What follows belongs to an exercise in optimizing a design on an open flow for small area, a short achievable clock period and few clock cycles per item; a production flow would make more cautious choices. RTL that was checked went through simulation tests only; none was proved equivalent to the original. No activity file was given, so power comes from the tool's default toggle rates.

==> flow/design.v <==
module rdport8(
    input [127:0] rf,
    input [7:0] sel,
    output reg [15:0] q
    );
integer i;
always @(*) begin
    q = 16'd0;
    for (i = 0; i < 8; i = i + 1)
        q = q | (rf[16*i +: 16] & {16{sel[i]}});
end
endmodule
module rdport9(
    input [127:0] rf,
    input [7:0] sel,
    input [15:0] ext,
    input ext_sel,
    output reg [15:0] q
    );
integer i;
always @(*) begin
    q = ext & {16{ext_sel}};
    for (i = 0; i < 8; i = i + 1)
        q = q | (rf[16*i +: 16] & {16{sel[i]}});
end
endmodule
module rdport8x(
    input [127:0] rf,
    input [7:0] sel,
    input inv,
    output reg [15:0] q
    );
integer i;
always @(*) begin
    q = 16'd0;
    for (i = 0; i < 8; i = i + 1)
        q = q | (rf[16*i +: 16] & {16{sel[i]}});
    q = q ^ {16{inv}};
end
endmodule
module addsub(
    input [15:0] a, b,
    input cin,
    output [15:0] s
    );
assign s = a + b + {15'd0, cin};
endmodule
module processor(
    input [15:0] DIN,
    input Resetn, Clock, Run,
    output reg Done,
    output [15:0] BusWires
    );
reg [127:0] rf;         
reg         pend;       
reg [2:0]   mvi_rx;     
wire [2:0] rx = DIN[12:10];
wire [2:0] ry = DIN[9:7];
wire is_mvi = ~DIN[14] & DIN[13];    
wire use_x  = ~pend & DIN[14];       
wire sub    = ~pend & DIN[13];       
reg [7:0] xsel, ysel;
integer i;
always @(*)
    for (i = 0; i < 8; i = i + 1) begin
        xsel[i] = use_x && rx == i;
        ysel[i] = ry == i;
    end
wire [15:0] X, Y;
rdport8 portx(.rf(rf), .sel(xsel), .q(X));
rdport8x porty(.rf(rf), .sel(ysel), .inv(sub), .q(Y));
wire [15:0] sum;
addsub alu(.a(X), .b(Y), .cin(sub), .s(sum));
assign BusWires = pend ? DIN : sum;
always @(*)
    Done = Resetn & (pend | (Run & ~is_mvi));
wire [2:0] wa = pend ? mvi_rx : rx;
always @(posedge Clock) begin
    if (!pend) mvi_rx <= rx;
    pend <= Resetn & ~pend & Run & is_mvi;
    for (i = 0; i < 8; i = i + 1)
        if (Done && wa == i) rf[16*i +: 16] <= BusWires;
end
endmodule
Settings: LEC_CHECK=0, CAP_MARGIN=5, CORE_MARGIN=2, CORE_UTILIZATION=40, SETUP_SLACK_MARGIN=4, SLEW_MARGIN=5, SYNTH_HIERARCHICAL=1; clock period 10.0 ns.
standard.sh (not shown) runs the stock make flow with config.mk's settings and CLKGATE_MAP_FILE= SYNTH_SCRIPT=/design/flow/synth_recipe.tcl, a recipe that flattens the netlist after the stock synthesis.
==> flow/flow/run.sh <==
#!/bin/bash
# Standard ORFS layout with these changes:
#  - port buffers are plain buffers (sky130_fd_sc_hd__buf_2), not delay buffers;
#  - clock tree from clkbuf_8 only, without dummy balancing loads;
#  - setup repair limited to the moves: unbuffer,sizeup,swap
set -euo pipefail
bash standard.sh \
  BUFFER_PORTS_ARGS="-buffer_cell sky130_fd_sc_hd__buf_2" \
  CTS_ARGS="-sink_clustering_enable -repair_clock_nets -dont_use_dummy_load -buf_list sky130_fd_sc_hd__clkbuf_8" \
  SETUP_MOVE_SEQUENCE="unbuffer,sizeup,swap" \
  finish > orfs_make.log 2>&1
==> next run, changes <==
==> flow/design.v (replaced) <==
module rdport8(
    input [127:0] rf,
    input [2:0] a,
    input en,
    output reg [15:0] q
    );
integer i;
always @(*) begin
    q = 16'd0;
    for (i = 0; i < 8; i = i + 1)
        q = q | (rf[16*i +: 16] & {16{en && a == i}});
end
endmodule
module addsub(
    input [15:0] a, b,
    input sub,
    output [15:0] s
    );
assign s = a + (b ^ {16{sub}}) + {15'd0, sub};
endmodule
module processor(
    input [15:0] DIN,
    input Resetn, Clock, Run,
    output reg Done,
    output [15:0] BusWires
    );
reg [127:0] rf;         
reg         pend;       
reg [2:0]   mvi_rx;     
wire [2:0] rx = DIN[12:10];
wire [2:0] ry = DIN[9:7];
wire is_mvi = ~DIN[14] & DIN[13];    
wire use_x  = ~pend & DIN[14];       
wire sub    = ~pend & DIN[13];       
integer i;
wire [15:0] X, Y;
rdport8 portx(.rf(rf), .a(rx), .en(use_x), .q(X));
rdport8 porty(.rf(rf), .a(ry), .en(1'b1), .q(Y));
wire [15:0] sum;
addsub alu(.a(X), .b(Y), .sub(sub), .s(sum));
assign BusWires = pend ? DIN : sum;
always @(*)
    Done = Resetn & (pend | (Run & ~is_mvi));
wire [2:0] wa = pend ? mvi_rx : rx;
always @(posedge Clock) begin
    if (!pend) mvi_rx <= rx;
    pend <= Resetn & ~pend & Run & is_mvi;
    for (i = 0; i < 8; i = i + 1)
        if (Done && wa == i) rf[16*i +: 16] <= BusWires;
end
endmodule
The new run finished with timing, DRC and antenna clean.
Hold slack gets better by 0.010 ns.
Design area rose by roughly a tenth.
Flip-flop and latch count is unchanged.
Die area rose by a few percent.
Clock power fell by a few percent.
Function was not checked in any run of this note: the RTL went through the layout flow alone.

========
Setup of before:
processor, a different RTL version from the one above (not shown whole).
Size: about 510 cells after synthesis, roughly 130 flip-flops, about 36 I/O pins, ~6800 sq um of cells after synthesis.
==> module processor, before the edit <==
module processor(
    input [15:0] DIN,
    input Resetn, Clock, Run,
    output reg Done,
    output [15:0] BusWires
    );
reg [127:0] rf;         
reg         pend;       
reg [2:0]   mvi_rx;     
wire [2:0] rx = DIN[12:10];
wire [2:0] ry = DIN[9:7];
wire is_mvi = ~DIN[14] & DIN[13];    
wire use_x  = ~pend & DIN[14];       
wire sub    = ~pend & DIN[13];       
reg [7:0] xsel, ysel;
integer i;
always @(*)
    for (i = 0; i < 8; i = i + 1) begin
        xsel[i] = use_x && rx == i;
        ysel[i] = ry == i;
    end
wire [15:0] X, Y;
rdport8 portx(.rf(rf), .sel(xsel), .q(X));
rdport8 porty(.rf(rf), .sel(ysel), .q(Y));
wire [15:0] sum;
addsub alu(.a(X), .b(Y), .sub(sub), .s(sum));
assign BusWires = pend ? DIN : sum;
always @(*)
    Done = Resetn & (pend | (Run & ~is_mvi));
wire [2:0] wa = pend ? mvi_rx : rx;
always @(posedge Clock) begin
    if (!pend) mvi_rx <= rx;
    pend <= Resetn & ~pend & Run & is_mvi;
    for (i = 0; i < 8; i = i + 1)
        if (Done && wa == i) rf[16*i +: 16] <= BusWires;
end
endmodule
==> flow/config.mk <==
export PLATFORM = sky130hd
export DESIGN_NAME = processor
export DESIGN_NICKNAME = processor
export VERILOG_FILES = /design/flow/design.v
export SDC_FILE = /design/flow/constraint.sdc
export NUM_CORES = 4
export LEC_CHECK = 0
export CAP_MARGIN = 5
export CORE_MARGIN = 2
export CORE_UTILIZATION = 40
export SETUP_SLACK_MARGIN = 4
export SLEW_MARGIN = 5
export SYNTH_HIERARCHICAL = 1
==> flow/constraint.sdc <==
create_clock -name core_clock -period 10.0 [get_ports {Clock}]
set_input_delay 2.0000 -clock core_clock [delete_from_list [all_inputs] [get_ports {Clock}]]
set_output_delay 2.0000 -clock core_clock [all_outputs]
set_load 0.01 [all_outputs]
Scripts as last shown in full above: flow/flow/run.sh
Per the final summary, before finished and its layout is clean on timing, DRC and antenna.
Testbench counts of before, summed over its fixed seeds: cycles 9,996, items 8,000.
Inputs modified between before and after:
-- flow/design.v --
<<< before, line 44
wire [2:0] ry = DIN[9:7];
wire is_mvi = ~DIN[14] & DIN[13];    
wire use_x  = ~pend & DIN[14];       
wire sub    = ~pend & DIN[13];       
reg [7:0] xsel, ysel;
integer i;
>>> after, line 44
wire [2:0] ry = DIN[9:7];
wire is_mvi = ~DIN[14] & DIN[13];    
wire use_x  = DIN[14];               
wire sub    = DIN[13];               
reg [7:0] xsel, ysel;
integer i;
The lower clock skew came out of before.
Between after and before, it is after whose area growth from synthesis to layout is higher, by 0.68 points.
before → after: mux share of post-synthesis cell area comparable, routed wire length went up by 1.7%, final cell area excluding filler cells moved up, data arrival at the endpoint of the critical path has increased.
Total vias in the final route grows slightly when moving from before to after.
after did not stop at any stage, and its layout met the timing, DRC and antenna checks.
Compared to before, after has global-route usage 0.39 points higher.
The RTL of after was laid out without a check of its function.

========
processor, a different RTL version from the one above (not shown whole).
Size: roughly 510 cells after synthesis, roughly 130 flip-flops, about 0.0068 mm² of cells after synthesis.
==> module processor, before the edit <==
module processor(
    input [15:0] DIN,
    input Resetn, Clock, Run,
    output reg Done,
    output [15:0] BusWires
    );
reg [127:0] rf;         
reg         pend;       
reg [2:0]   mvi_rx;     
wire [2:0] rx = DIN[12:10];
wire [2:0] ry = DIN[9:7];
wire is_mvi = ~DIN[14] & DIN[13];    
wire use_x  = ~pend & DIN[14];       
wire sub    = ~pend & DIN[13];       
reg [7:0] xsel, ysel;
integer i;
always @(*)
    for (i = 0; i < 8; i = i + 1) begin
        xsel[i] = rx == i;
        ysel[i] = !pend && ry == i;
    end
wire [15:0] Xr, X, Y;
rdport8 portx(.rf(rf), .sel(xsel), .q(Xr));
assign X = Xr & {16{use_x}};
rdport9 porty(.rf(rf), .sel(ysel), .ext(DIN), .ext_sel(pend), .q(Y));
addsub alu(.a(X), .b(Y), .sub(sub), .s(BusWires));
always @(*)
    Done = Resetn & (pend | (Run & ~is_mvi));
wire [2:0] wa = pend ? mvi_rx : rx;
always @(posedge Clock) begin
    if (!pend) mvi_rx <= rx;
    pend <= Resetn & ~pend & Run & is_mvi;
    for (i = 0; i < 8; i = i + 1)
        if (Done && wa == i) rf[16*i +: 16] <= BusWires;
end
endmodule
export LEC_CHECK = 0
export CAP_MARGIN = 20
export CORE_MARGIN = 2
export CORE_UTILIZATION = 40
export SETUP_SLACK_MARGIN = 5
export SLEW_MARGIN = 20
export SYNTH_HIERARCHICAL = 1
create_clock -name core_clock -period 10.0 [get_ports {Clock}]
Scripts as last shown in full above: flow/flow/run.sh
Change:
--- a/flow/design.v
+++ b/flow/design.v
@@ -46,20 +46,21 @@
 wire use_x  = ~pend & DIN[14];       
 wire sub    = ~pend & DIN[13];       
 reg [7:0] xsel, ysel;
 integer i;
 always @(*)
     for (i = 0; i < 8; i = i + 1) begin
-        xsel[i] = rx == i;
-        ysel[i] = !pend && ry == i;
+        xsel[i] = use_x && rx == i;
+        ysel[i] = ry == i;
     end
-wire [15:0] Xr, X, Y;
-rdport8 portx(.rf(rf), .sel(xsel), .q(Xr));
-assign X = Xr & {16{use_x}};
-rdport9 porty(.rf(rf), .sel(ysel), .ext(DIN), .ext_sel(pend), .q(Y));
-addsub alu(.a(X), .b(Y), .sub(sub), .s(BusWires));
+wire [15:0] X, Y;
+rdport8 portx(.rf(rf), .sel(xsel), .q(X));
+rdport8 porty(.rf(rf), .sel(ysel), .q(Y));
+wire [15:0] sum;
+addsub alu(.a(X), .b(Y), .sub(sub), .s(sum));
+assign BusWires = pend ? DIN : sum;
 always @(*)
     Done = Resetn & (pend | (Run & ~is_mvi));
 wire [2:0] wa = pend ? mvi_rx : rx;
 always @(posedge Clock) begin
     if (!pend) mvi_rx <= rx;
     pend <= Resetn & ~pend & Run & is_mvi;
Outcome: Total power came out lower by about 1.4%; setup slack improves by 550 ps; first-iteration DRC count falls by about 25%; sequential cell count does not change; cell count stays flat; maximum frequency is higher by 8.1%; sequential share of layout area grows by 0.66 points; clock power goes up by about 2%.
Testbench counts after the change, summed over its fixed seeds: cycles 9,996, items 8,000.
The RTL of the first run of this note was laid out without a check of its function.

========
red:
RTL: one of the versions met above, not the one the previous note started from.
Size: about 510 cells after synthesis, ~130 flip-flops, about 0.0068 mm² of cells after synthesis.
==> module addsub, before the edit <==
module addsub(
    input [15:0] a, b,
    input sub,
    output [15:0] s
    );
assign s = a + (b ^ {16{sub}}) + {15'd0, sub};
endmodule
clock: 10.0 ns
lec_check: 0
cap_margin: 20
core_margin: 2
core_utilization: 40
setup_slack_margin: 5
slew_margin: 20
synth_hierarchical: 1
==> flow/flow/run.sh <==
#!/bin/bash
# Standard ORFS layout with these changes:
#  - port buffers are plain buffers (sky130_fd_sc_hd__buf_1), not delay buffers;
#  - clock tree from clkbuf_8 only, without dummy balancing loads;
#  - setup repair limited to the moves: unbuffer,sizeup,swap
set -euo pipefail
bash standard.sh \
  BUFFER_PORTS_ARGS="-buffer_cell sky130_fd_sc_hd__buf_1" \
  CTS_ARGS="-sink_clustering_enable -repair_clock_nets -dont_use_dummy_load -buf_list sky130_fd_sc_hd__clkbuf_8" \
  SETUP_MOVE_SEQUENCE="unbuffer,sizeup,swap" \
  finish > orfs_make.log 2>&1
Testbench counts of red, summed over its fixed seeds: cycles 9,996, items 8,000.
Relative to red, the following input files were edited for blue:
==> flow/design.v, changed modules only <==
module addsub(
    input [15:0] a, b,
    input sub,
    input [15:0] d,
    input dsel,
    output [15:0] s
    );
assign s = dsel ? d : a + (b ^ {16{sub}}) + {15'd0, sub};
endmodule
module processor(
    input [15:0] DIN,
    input Resetn, Clock, Run,
    output reg Done,
    output [15:0] BusWires
    );
reg [127:0] rf;         
reg         pend;       
reg [2:0]   mvi_rx;     
wire [2:0] rx = DIN[12:10];
wire [2:0] ry = DIN[9:7];
wire is_mvi = ~DIN[14] & DIN[13];    
wire use_x  = ~pend & DIN[14];       
wire sub    = ~pend & DIN[13];       
reg [7:0] xsel, ysel;
integer i;
always @(*)
    for (i = 0; i < 8; i = i + 1) begin
        xsel[i] = use_x && rx == i;
        ysel[i] = ry == i;
    end
wire [15:0] X, Y;
rdport8 portx(.rf(rf), .sel(xsel), .q(X));
rdport8 porty(.rf(rf), .sel(ysel), .q(Y));
addsub alu(.a(X), .b(Y), .sub(sub), .d(DIN), .dsel(pend), .s(BusWires));
always @(*)
    Done = Resetn & (pend | (Run & ~is_mvi));
wire [2:0] wa = pend ? mvi_rx : rx;
always @(posedge Clock) begin
    if (!pend) mvi_rx <= rx;
    pend <= Resetn & ~pend & Run & is_mvi;
    for (i = 0; i < 8; i = i + 1)
        if (Done && wa == i) rf[16*i +: 16] <= BusWires;
end
endmodule
==> notes.md <==
Re time the worst path needs with I/O delays and setup: blue and red aren't equal, and the higher value belongs to blue.
Taking red as the reference point, the register share of total power of blue falls by 0.6 points.
Number of stages on the worst setup path came out lower on blue than on red.
Diff red -> blue: routed wire length on met3 went down by about 13%, overall power after layout was more or less identical, via count of the first global-routing pass went up by 308.
Diff red -> blue: count of non-CTS inverters in the layout increased by 2 relative to the old numbers, relative contribution of the clock network to total power increased by 0.4 points relative to the old numbers.
In the final design statistics, blue uses more standard cells in total than red.
[blue vs red] post-route worst setup slack: lower in blue
Function not checked in blue: the RTL went through the layout flow alone.

========
Setup of harbor:
Another version of the RTL of processor (not shown whole).
Size in the first run: about 130 flip-flops, ~36 I/O pins.
==> module addsub, before the edit <==
module addsub(
    input [15:0] a, b,
    input cin,
    output [15:0] s
    );
assign s = a + b + {15'd0, cin};
endmodule
==> module processor, before the edit <==
module processor(
    input [15:0] DIN,
    input Resetn, Clock, Run,
    output reg Done,
    output [15:0] BusWires
    );
reg [127:0] rf;         
reg         pend;       
reg [2:0]   mvi_rx;     
wire [2:0] rx = DIN[12:10];
wire [2:0] ry = DIN[9:7];
wire is_mvi = ~DIN[14] & DIN[13];    
wire use_x  = ~pend & DIN[14];       
wire sub    = ~pend & DIN[13];       
reg [7:0] xsel, ysel;
integer i;
always @(*)
    for (i = 0; i < 8; i = i + 1) begin
        xsel[i] = use_x && rx == i;
        ysel[i] = ry == i;
    end
wire [15:0] X, Y;
rdport8 portx(.rf(rf), .sel(xsel), .q(X));
rdport8 porty(.rf(rf), .sel(ysel), .q(Y));
wire [15:0] sum;
addsub alu(.a(X), .b(Y ^ {16{sub}}), .cin(sub), .s(sum));
assign BusWires = pend ? DIN : sum;
always @(*)
    Done = Resetn & (pend | (Run & ~is_mvi));
wire [2:0] wa = pend ? mvi_rx : rx;
always @(posedge Clock) begin
    if (!pend) mvi_rx <= rx;
    pend <= Resetn & ~pend & Run & is_mvi;
    for (i = 0; i < 8; i = i + 1)
        if (Done && wa == i) rf[16*i +: 16] <= BusWires;
end
endmodule
==> flow/config.mk <==
export PLATFORM = sky130hd
export DESIGN_NAME = processor
export DESIGN_NICKNAME = processor
export VERILOG_FILES = /design/flow/design.v
export SDC_FILE = /design/flow/constraint.sdc
export NUM_CORES = 4
export LEC_CHECK = 0
export CAP_MARGIN = 20
export CORE_MARGIN = 2
export CORE_UTILIZATION = 40
export SETUP_SLACK_MARGIN = 5
export SLEW_MARGIN = 20
export SYNTH_HIERARCHICAL = 1
==> flow/constraint.sdc <==
create_clock -name core_clock -period 10.0 [get_ports {Clock}]
set_input_delay 2.0000 -clock core_clock [delete_from_list [all_inputs] [get_ports {Clock}]]
set_output_delay 2.0000 -clock core_clock [all_outputs]
set_load 0.01 [all_outputs]
==> flow/flow/run.sh <==
#!/bin/bash
# Standard ORFS layout with these changes:
#  - port buffers are plain buffers (sky130_fd_sc_hd__buf_2), not delay buffers;
#  - clock tree from clkbuf_8 only, without dummy balancing loads;
#  - setup repair limited to the moves: unbuffer,sizeup,swap
set -euo pipefail
bash standard.sh \
  BUFFER_PORTS_ARGS="-buffer_cell sky130_fd_sc_hd__buf_2" \
  CTS_ARGS="-sink_clustering_enable -repair_clock_nets -dont_use_dummy_load -buf_list sky130_fd_sc_hd__clkbuf_8" \
  SETUP_MOVE_SEQUENCE="unbuffer,sizeup,swap" \
  finish > orfs_make.log 2>&1
Here is what was changed in the inputs of xenon compared with harbor.
--- a/flow/design.v
+++ b/flow/design.v
@@ -21,18 +21,28 @@
 always @(*) begin
     q = ext & {16{ext_sel}};
     for (i = 0; i < 8; i = i + 1)
         q = q | (rf[16*i +: 16] & {16{sel[i]}});
 end
 endmodule
+module dec3to8(
+    input [2:0] W,
+    input En,
+    output reg [7:0] Y
+    );
+integer i;
+always @(*)
+    for (i = 0; i < 8; i = i + 1)
+        Y[i] = En && W == i;
+endmodule
 module addsub(
     input [15:0] a, b,
-    input cin,
+    input sub,
     output [15:0] s
     );
-assign s = a + b + {15'd0, cin};
+assign s = a + (b ^ {16{sub}}) + {15'd0, sub};
 endmodule
 module processor(
     input [15:0] DIN,
     input Resetn, Clock, Run,
     output reg Done,
     output [15:0] BusWires
@@ -42,24 +52,21 @@
 reg [2:0]   mvi_rx;     
 wire [2:0] rx = DIN[12:10];
 wire [2:0] ry = DIN[9:7];
 wire is_mvi = ~DIN[14] & DIN[13];    
 wire use_x  = ~pend & DIN[14];       
 wire sub    = ~pend & DIN[13];       
-reg [7:0] xsel, ysel;
+wire [7:0] xsel, ysel;
 integer i;
-always @(*)
-    for (i = 0; i < 8; i = i + 1) begin
-        xsel[i] = use_x && rx == i;
-        ysel[i] = ry == i;
-    end
+dec3to8 decx(.W(rx), .En(use_x), .Y(xsel));
+dec3to8 decy(.W(ry), .En(1'b1), .Y(ysel));
 wire [15:0] X, Y;
 rdport8 portx(.rf(rf), .sel(xsel), .q(X));
 rdport8 porty(.rf(rf), .sel(ysel), .q(Y));
 wire [15:0] sum;
-addsub alu(.a(X), .b(Y ^ {16{sub}}), .cin(sub), .s(sum));
+addsub alu(.a(X), .b(Y), .sub(sub), .s(sum));
 assign BusWires = pend ? DIN : sum;
 always @(*)
     Done = Resetn & (pend | (Run & ~is_mvi));
 wire [2:0] wa = pend ? mvi_rx : rx;
 always @(posedge Clock) begin
     if (!pend) mvi_rx <= rx;
--- outcome ---
- Relative contribution of combinational cells to total power for xenon is lower than for harbor.
- Compared with harbor, xenon shows cell count that has gone down slightly.
- Delta (xenon minus harbor): area share of and/or/nand/nor cells after synthesis has increased; post-synthesis share of cell area spent on full adders, half adders and majority gates was more or less identical.
- xenon: flow completed, timing, DRC and antenna clean
- As far as power drawn by the clock network is concerned, harbor and xenon perform about the same.
- Last element of the critical path = BusWires[14]: harbor; last element of the critical path = BusWires[8]: xenon
- xenon: power about 5% below harbor
- In terms of post-route antenna net violation count, xenon and harbor differ only marginally.
- Taking harbor as the reference, in xenon worst hold slack decreased by 14 ps relative to the old numbers; via count went down.
- Total sequential power shrinks slightly when moving from harbor to xenon.
- Going from harbor to xenon, total non-filler cell area in the finished layout fell 1.5%, fmax about even.
Function was not checked in any run of this note: the RTL went through the layout flow alone.

[port drivers added, routing unchanged]
Ports are ideal in the flow. The routed layouts listed here were re-timed in OpenROAD.
Step 1 assumes that a clkbuf_16 drives the clock port and a buf_2 every other input.
Step 2 times the ports against the registers' clock, not the clock port: input delays grow and output delays shrink by t, the midpoint of the rising clock arrivals with the driver on.
a / b / c = ideal ports / drivers / drivers and shift; a / b = the first two.
run | t, ns | slack for setup (ns) | worst data-port slew with drivers (ns)
the first run of note 1 | 0.491 | 2.960 / 2.911 / 2.911 | 0.06
the second run of note 1 | 0.468 | 2.583 / 2.544 / 2.544 | 0.06
before | 0.482 | 3.114 / 3.068 / 3.068 | 0.06
after | 0.482 | 3.021 / 2.989 / 2.989 | 0.06
the first run of note 3 | 0.469 | 2.576 / 2.512 / 2.512 | 0.09
the second run of note 3 | 0.478 | 3.129 / 3.082 / 3.082 | 0.06
red | 0.469 | 3.024 / 2.978 / 2.978 | 0.06
blue | 0.475 | 2.712 / 2.654 / 2.654 | 0.07
harbor | 0.474 | 2.780 / 2.734 / 2.734 | 0.08
xenon | 0.468 | 2.792 / 2.740 / 2.740 | 0.07
After both steps every run listed still meets setup and hold. The setup slack of the first run of note 3, which loses most, moves by -0.064 ns with the drivers and by -0.064 ns with both steps.
